What follows belongs to an exercise in optimizing a design on an open flow for small area; a production flow would make more cautious choices.
Only simulation tests tie the RTL to the original design; equivalence was not proved.
The flow treats the clock pin as an ideal source. Dropping or thinning the clock tree relies on that and would not hold on a real chip.
Power is estimated from default activity; no workload was simulated.

== run 1 ==
## axis_jtag_v1_0
module axis_jtag_v1_0 #
(
   parameter integer C_S_AXIS_DATA_WIDTH   = 64,
   parameter integer C_S_AXIS_DATA_LENGTH  = 32,
   parameter integer C_TCK_CLOCK_RATIO     = 4
)
(
   input  wire                                  channel,
   input  wire                                  s_axis_aclk,
   input  wire                                  s_axis_aresetn,
   input  wire [C_S_AXIS_DATA_WIDTH-1 : 0]      s_axis_tdata,
   input  wire                                  s_axis_tvalid,
   output wire                                  s_axis_tready,
   input  wire [7 : 0]                          s_axis_tkeep,
   input  wire                                  s_axis_tlast,
   output wire                                  TCK_0,
   output wire                                  TMS_0,
   output wire                                  TDI_0,
   input  wire                                  TDO_0,
   output wire                                  TCK_1,
   output wire                                  TMS_1,
   output wire                                  TDI_1,
   input  wire                                  TDO_1
);
Size: ~86 I/O pins, roughly 2000 µm² of cells after synthesis.
==> flow/config.mk <==
export PLATFORM = sky130hd
export DESIGN_NAME = axis_jtag_v1_0
export DESIGN_NICKNAME = axis_jtag_v1_0
export VERILOG_FILES = /design/flow/design.v
export SDC_FILE = /design/flow/constraint.sdc
export NUM_CORES = 4
export LEC_CHECK = 0
export CAP_MARGIN = 20
export CORE_MARGIN = 2
export CORE_UTILIZATION = 75
export SLEW_MARGIN = 20
==> flow/constraint.sdc <==
create_clock -name core_clock -period 10.0 [get_ports {s_axis_aclk}]
set_input_delay 2.0000 -clock core_clock [delete_from_list [all_inputs] [get_ports {s_axis_aclk}]]
set_output_delay 2.0000 -clock core_clock [all_outputs]
set_load 0.01 [all_outputs]
standard.sh (not shown) runs the stock make flow with config.mk's settings and CLKGATE_MAP_FILE= SYNTH_SCRIPT=/design/flow/synth_recipe.tcl, a recipe that flattens the netlist after the stock synthesis.
==> flow/flow/run.sh <==
#!/bin/bash
# Layout flow: the standard ORFS flow (standard.sh) with three changes:
#  - synthesis maps the logic with an area-oriented ABC script (abc.script);
#    the registers are the standard synthesis's (ABC does not touch them);
#  - port buffers are the smallest buffer, sky130_fd_sc_hd__buf_1;
#  - a one-level clock tree of 4 buffers (flow/manual_cts.tcl) in place of
#    clock_tree_synthesis.
# Each tool's output goes to the ORFS logs; make's output to standard.log.
set -euo pipefail
here=$(pwd)
cp flow/abc.script "$here/abc_area_opt.script"
cat > "$here/synth_opt.tcl" <<TCL
proc abc {args} {
  set i [lsearch -exact \$args -script]
  if { \$i >= 0 } { lset args [expr { \$i + 1 }] $here/abc_area_opt.script }
  yosys abc {*}\$args
}
source $here/synth_recipe.tcl
TCL
sed "s#SYNTH_SCRIPT=[^ ]*#SYNTH_SCRIPT=$here/synth_opt.tcl#" standard.sh > standard_opt.sh
export BUFFER_PORTS_ARGS="-buffer_cell sky130_fd_sc_hd__buf_1"
export PRE_CTS_TCL="$here/flow/manual_cts.tcl"
export CTS_ARGS="-sink_clustering_enable -repair_clock_nets -dont_use_dummy_load -buf_list sky130_fd_sc_hd__clkbuf_4"
bash standard_opt.sh > standard.log 2>&1
Other scripts of this flow, unchanged in this note and not shown: flow/flow/abc.script, flow/flow/manual_cts.tcl
Run 1 reached the final stage; the timing, design-rule and antenna checks on its layout passed.
The following lists how run 2 was set up differently from run 1:
# run 1
export LEC_CHECK = 0
export CAP_MARGIN = 20
export CORE_MARGIN = 2
export CORE_UTILIZATION = 75
export SLEW_MARGIN = 20
create_clock -name core_clock -period 10.0 [get_ports {s_axis_aclk}]
# run 2
export LEC_CHECK = 0
export CAP_MARGIN = 0
export CORE_MARGIN = 2
export CORE_UTILIZATION = 35
export SLEW_MARGIN = 0
create_clock -name core_clock -period 10.0 [get_ports {s_axis_aclk}]
### Flow results
Compared with run 1, run 2 shows a maximum frequency that is 1.3 MHz higher. Diff run 2 and run 1: signal arrival time at the worst endpoint lower in run 2. Final design utilization ended up 51 points lower on run 2 than on run 1. Of run 2 and run 1, run 1 shows the higher wire length, with run 2 below it. Compared with run 1, run 2 shows a higher clock network fraction of total power. Run 2 improves on run 1 in power. As far as clock transition time at the flip-flop clock pins of the worst setup and hold paths is concerned, run 1 and run 2 perform about the same.
[inputs] run 3 vs run 2
# run 2
export LEC_CHECK = 0
export CAP_MARGIN = 0
export CORE_MARGIN = 2
export CORE_UTILIZATION = 35
export SLEW_MARGIN = 0
create_clock -name core_clock -period 10.0 [get_ports {s_axis_aclk}]
# run 3
export LEC_CHECK = 0
export CAP_MARGIN = 20
export CORE_MARGIN = 2
export CORE_UTILIZATION = 60
export SLEW_MARGIN = 20
create_clock -name core_clock -period 10.0 [get_ports {s_axis_aclk}]
### Flow results
- Compared to run 2, run 3 has pin count of the biggest net entering global routing 1 higher.
- Comparing run 2 and run 3, the lower net total in the final layout is on run 3.
- Compared with run 2, in run 3 routed wire length now larger, synthesized area per cell did not really move, utilization of the core after routing increased by 33 points relative to the old numbers, total chip power neither gained nor lost much.
- Area of combinational cells with multiple inputs for run 3 is higher than for run 2.
- Higher area added between synthesis and finish goes to run 2 over run 3.
- Summary of run 3 over run 2: worst setup slack after layout held, post-synthesis sequential area ratio held, vertical die dimension shrank by 22%.
diff inputs: run 3 => run 4
# run 3
export LEC_CHECK = 0
export CAP_MARGIN = 20
export CORE_MARGIN = 2
export CORE_UTILIZATION = 60
export SLEW_MARGIN = 20
create_clock -name core_clock -period 10.0 [get_ports {s_axis_aclk}]
# run 4
export LEC_CHECK = 0
export CAP_MARGIN = 20
export CORE_MARGIN = 2
export CORE_UTILIZATION = 35
export SLEW_MARGIN = 20
create_clock -name core_clock -period 10.0 [get_ports {s_axis_aclk}]
Results
Going from run 3 to run 4, the power was found to have gone up by about 1%. Run 4 vs run 3 — HPWL after detailed placement dropped by a few percent. On post-layout minimum cycle time: between run 4 and run 3, it ends up lower for run 3. The detailed route wirelength on metal2 of run 4 falls short of that of run 3 by 20%.
No run of this note takes its clock network from TritonCTS; it comes from the design's own scripts or RTL.

========
Another version of the RTL of axis_jtag_v1_0 (not shown whole).
Size: roughly 210 cells after synthesis, roughly 72 flip-flops, about 86 I/O pins, ~0.0024 mm2 of cells after synthesis.
// axis_jtag_v1_0
module axis_jtag_v1_0 #
(
   parameter integer C_S_AXIS_DATA_WIDTH   = 64,
   parameter integer C_S_AXIS_DATA_LENGTH  = 32,
   parameter integer C_TCK_CLOCK_RATIO     = 4
)
(
   input  wire                                  channel,
   input  wire                                  s_axis_aclk,
   input  wire                                  s_axis_aresetn,
   input  wire [C_S_AXIS_DATA_WIDTH-1 : 0]      s_axis_tdata,
   input  wire                                  s_axis_tvalid,
   output wire                                  s_axis_tready,
   input  wire [7 : 0]                          s_axis_tkeep,
   input  wire                                  s_axis_tlast,
   output wire                                  TCK_0,
   output wire                                  TMS_0,
   output wire                                  TDI_0,
   input  wire                                  TDO_0,
   output wire                                  TCK_1,
   output wire                                  TMS_1,
   output wire                                  TDI_1,
   input  wire                                  TDO_1
);
clock: 10.0 ns
lec_check: 0
cap_margin: 0
core_margin: 2
core_utilization: 35
slew_margin: 0
==> flow/flow/run.sh <==
#!/bin/bash
# Layout flow: the standard ORFS flow (standard.sh) with three changes:
#  - synthesis maps the logic with an area-oriented ABC script (abc.script);
#    the registers are the standard synthesis's (ABC does not touch them);
#  - port buffers are the smallest buffer, sky130_fd_sc_hd__buf_1;
#  - clock tree synthesis without dummy loads.
# Each tool's output goes to the ORFS logs; make's output to standard.log.
set -euo pipefail
here=$(pwd)
cp flow/abc.script "$here/abc_area_opt.script"
cat > "$here/synth_opt.tcl" <<TCL
proc abc {args} {
  set i [lsearch -exact \$args -script]
  if { \$i >= 0 } { lset args [expr { \$i + 1 }] $here/abc_area_opt.script }
  yosys abc {*}\$args
}
source $here/synth_recipe.tcl
TCL
sed "s#SYNTH_SCRIPT=[^ ]*#SYNTH_SCRIPT=$here/synth_opt.tcl#" standard.sh > standard_opt.sh
export BUFFER_PORTS_ARGS="-buffer_cell sky130_fd_sc_hd__buf_1"
export CTS_ARGS="-sink_clustering_enable -repair_clock_nets -dont_use_dummy_load -buf_list sky130_fd_sc_hd__clkbuf_4"
bash standard_opt.sh > standard.log 2>&1
==> flow/flow/abc.script <==
strash
dch
amap -F 20 -A 40 -C 5000 -E 0.5
topo
The starting point completed with no timing, DRC or antenna violations.
Then changed:
==> flow/flow/abc.script (replaced) <==
strash
dch
amap
topo
CAP_MARGIN = 20   (was 0)
SLEW_MARGIN = 20   (was 0)
What happened: The changed run completed without violations; combinational power barely changes; synthesized cell count climbs by 4.3%; setup slack improved by 0.045 ns; critical path depth drops by 1; via count climbs by 0.90%; die area climbs by 1.0%; wire length climbs by 4.3%; power barely changes; global-route usage climbs by 0.55 points; final area climbs by 1.0%.
Then changed:
==> flow/flow/abc.script (replaced) <==
strash
dch
amap -F 20 -A 40 -C 5000 -E 0.5
topo
The new run passed the timing, design-rule and antenna checks.
Via count drops by 0.89%.
Fmax drops by 0.88%.
Cell count shrinks by 3.1%.
Critical path depth came out higher by 1.
Core utilization is higher by 1.3 points.
Global-route usage decreases by 0.55 points.
Register-to-register slack is worse by 0.24 ns.
Worst setup slack gets worse by 0.045 ns.
Clock power hardly moves.
Sequential power is about the same.

========
Another version of the RTL of axis_jtag_v1_0 (not shown whole).
Size: ~72 flip-flops, roughly 86 I/O pins, ~0.0020 mm2 of cells after synthesis.
export LEC_CHECK = 0
export CAP_MARGIN = 0
export CORE_MARGIN = 2
export CORE_UTILIZATION = 60
export SLEW_MARGIN = 0
create_clock -name core_clock -period 10.0 [get_ports {s_axis_aclk}]
==> flow/flow/run.sh <==
#!/bin/bash
# Layout flow: the standard ORFS flow (standard.sh) with three changes:
#  - synthesis maps the logic with an area-oriented ABC script (abc.script);
#    the registers are the standard synthesis's (ABC does not touch them);
#  - port buffers are the smallest buffer, sky130_fd_sc_hd__buf_1;
#  - a one-level clock tree of 4 buffers (flow/manual_cts.tcl) in place of
#    clock_tree_synthesis.
# Each tool's output goes to the ORFS logs; make's output to standard.log.
set -euo pipefail
here=$(pwd)
cp flow/abc.script "$here/abc_area_opt.script"
cat > "$here/synth_opt.tcl" <<TCL
proc abc {args} {
  set i [lsearch -exact \$args -script]
  if { \$i >= 0 } { lset args [expr { \$i + 1 }] $here/abc_area_opt.script }
  yosys abc {*}\$args
}
source $here/synth_recipe.tcl
TCL
sed "s#SYNTH_SCRIPT=[^ ]*#SYNTH_SCRIPT=$here/synth_opt.tcl#" standard.sh > standard_opt.sh
export BUFFER_PORTS_ARGS="-buffer_cell sky130_fd_sc_hd__buf_1"
export PRE_CTS_TCL="$here/flow/manual_cts.tcl"
export CTS_ARGS="-sink_clustering_enable -repair_clock_nets -dont_use_dummy_load -buf_list sky130_fd_sc_hd__clkbuf_4"
bash standard_opt.sh > standard.log 2>&1
==> flow/flow/manual_cts.tcl <==
# Sourced by ORFS's cts.tcl before clock tree synthesis (PRE_CTS_TCL).
# Replaces clock_tree_synthesis with a one-level tree: the flip-flops are
# split into 4 clusters by their placement (k-means) and each cluster gets one
# clock buffer, placed at its centre and driven by the clock port. The rest of
# cts.tcl (legalisation, timing repair) runs as usual.
proc clock_tree_synthesis { args } {
  set K 4
  set buf sky130_fd_sc_hd__clkbuf_8
  set block [ord::get_db_block]
  set net [$block findNet s_axis_aclk]
  set pts {}
  foreach it [$net getITerms] {
    set i [$it getInst]
    set bb [$i getBBox]
    lappend pts [list [expr { ([$bb xMin] + [$bb xMax]) / 2000.0 }] \
      [expr { ([$bb yMin] + [$bb yMax]) / 2000.0 }] \
      [$i getName] [[$it getMTerm] getName]]
  }
  set n [llength $pts]
  puts "manual_cts: $n clock sinks, $K clusters of $buf"
  set srt [lsort -real -index 0 $pts]
  set cs {}
  for { set k 0 } { $k < $K } { incr k } {
    set p [lindex $srt [expr { int(($k + 0.5) * $n / $K) }]]
    lappend cs [list [lindex $p 0] [lindex $p 1]]
  }
  for { set it 0 } { $it < 50 } { incr it } {
    set asg {}
    foreach p $pts {
      set best 0
      set bd 1e18
      for { set k 0 } { $k < $K } { incr k } {
        set c [lindex $cs $k]
        set d [expr { pow([lindex $p 0] - [lindex $c 0], 2) + pow([lindex $p 1] - [lindex $c 1], 2) }]
        if { $d < $bd } {
          set bd $d
          set best $k
        }
      }
      lappend asg $best
    }
    set ncs {}
    for { set k 0 } { $k < $K } { incr k } {
      set sx 0
      set sy 0
      set m 0
      foreach p $pts a $asg {
        if { $a == $k } {
          set sx [expr { $sx + [lindex $p 0] }]
          set sy [expr { $sy + [lindex $p 1] }]
          incr m
        }
      }
      if { $m > 0 } {
        lappend ncs [list [expr { $sx / $m }] [expr { $sy / $m }]]
      } else {
        lappend ncs [lindex $cs $k]
      }
    }
    set cs $ncs
  }
  for { set k 0 } { $k < $K } { incr k } {
    set pins {}
    foreach p $pts a $asg {
      if { $a == $k } {
        lappend pins [get_pins "[lindex $p 2]/[lindex $p 3]"]
      }
    }
    if { [llength $pins] == 0 } {
      continue
    }
    puts "manual_cts: cluster $k, [llength $pins] sinks at [lindex $cs $k]"
    insert_buffer -buffer_cell $buf -net s_axis_aclk -load_pins $pins \
      -location [lindex $cs $k] -buffer_name clkbuf_leaf_$k \
      -net_name clknet_leaf_$k
  }
  set_propagated_clock [all_clocks]
}
Other scripts of this flow, unchanged in this note and not shown: flow/flow/abc.script
The first run completed without violations.
Change:
--- a/flow/flow/run.sh
+++ b/flow/flow/run.sh
@@ -6 +6 @@
-#  - a one-level clock tree of 4 buffers (flow/manual_cts.tcl) in place of
+#  - a one-level clock tree of 4 buffers (buf_6, flow/manual_cts.tcl) in place of
--- a/flow/flow/manual_cts.tcl
+++ b/flow/flow/manual_cts.tcl
@@ -8 +8 @@
-  set buf sky130_fd_sc_hd__clkbuf_8
+  set buf sky130_fd_sc_hd__buf_6
=> Design area went down by about 0.4%; critical path depth does not change; register-to-register slack is about the same; sequential power stays flat; die area stays the same; cell count does not change; setup slack hardly moves; via count falls by about 0.44%.
No run of this note takes its clock network from TritonCTS; it comes from the design's own scripts or RTL.

-- separate check: timing with driven ports --
Ports are ideal in the flow. The routed layouts listed here were re-timed in OpenROAD.
Step 1 sets driving cells, clkbuf_16 on the clock port and buf_2 on the other inputs (assumed; they add their load-dependent delay and slew).
Step 2 moves the port delays by t, midway between the first and last clock arrival at a register: inputs arrive t later, outputs are due t later. That takes back most of the time a late clock gives input paths.
Slacks: no drivers / after step 1 / after step 2; pairs: no drivers / after step 1.
run | t, ns | slack for setup (ns) | slew at the worst register clock pin (ns)
run 1 | 0.209 | 5.358 / 5.331 / 5.331 | 0.12 / 0.12
run 2 | 0.209 | 5.385 / 5.363 / 5.363 | 0.12 / 0.12
run 3 | 0.202 | 5.384 / 5.362 / 5.362 | 0.11 / 0.11
run 4 | 0.208 | 5.362 / 5.340 / 5.340 | 0.12 / 0.12
the first run of note 2 | 0.417 | 4.915 / 4.889 / 5.306 | 0.10 / 0.10
the second run of note 2 | 0.411 | 4.960 / 4.933 / 5.345 | 0.11 / 0.11
the third run of note 2 | 0.417 | 4.915 / 4.889 / 5.306 | 0.10 / 0.10
the first run of note 3 | 0.211 | 5.402 / 5.377 / 5.377 | 0.10 / 0.10
the second run of note 3 | 0.188 | 5.402 / 5.377 / 5.377 | 0.11 / 0.11
After both steps every run listed still meets setup and hold. For run 1, which loses most, drivers alone change the setup slack by -0.027 ns; drivers and shift together by -0.027 ns.
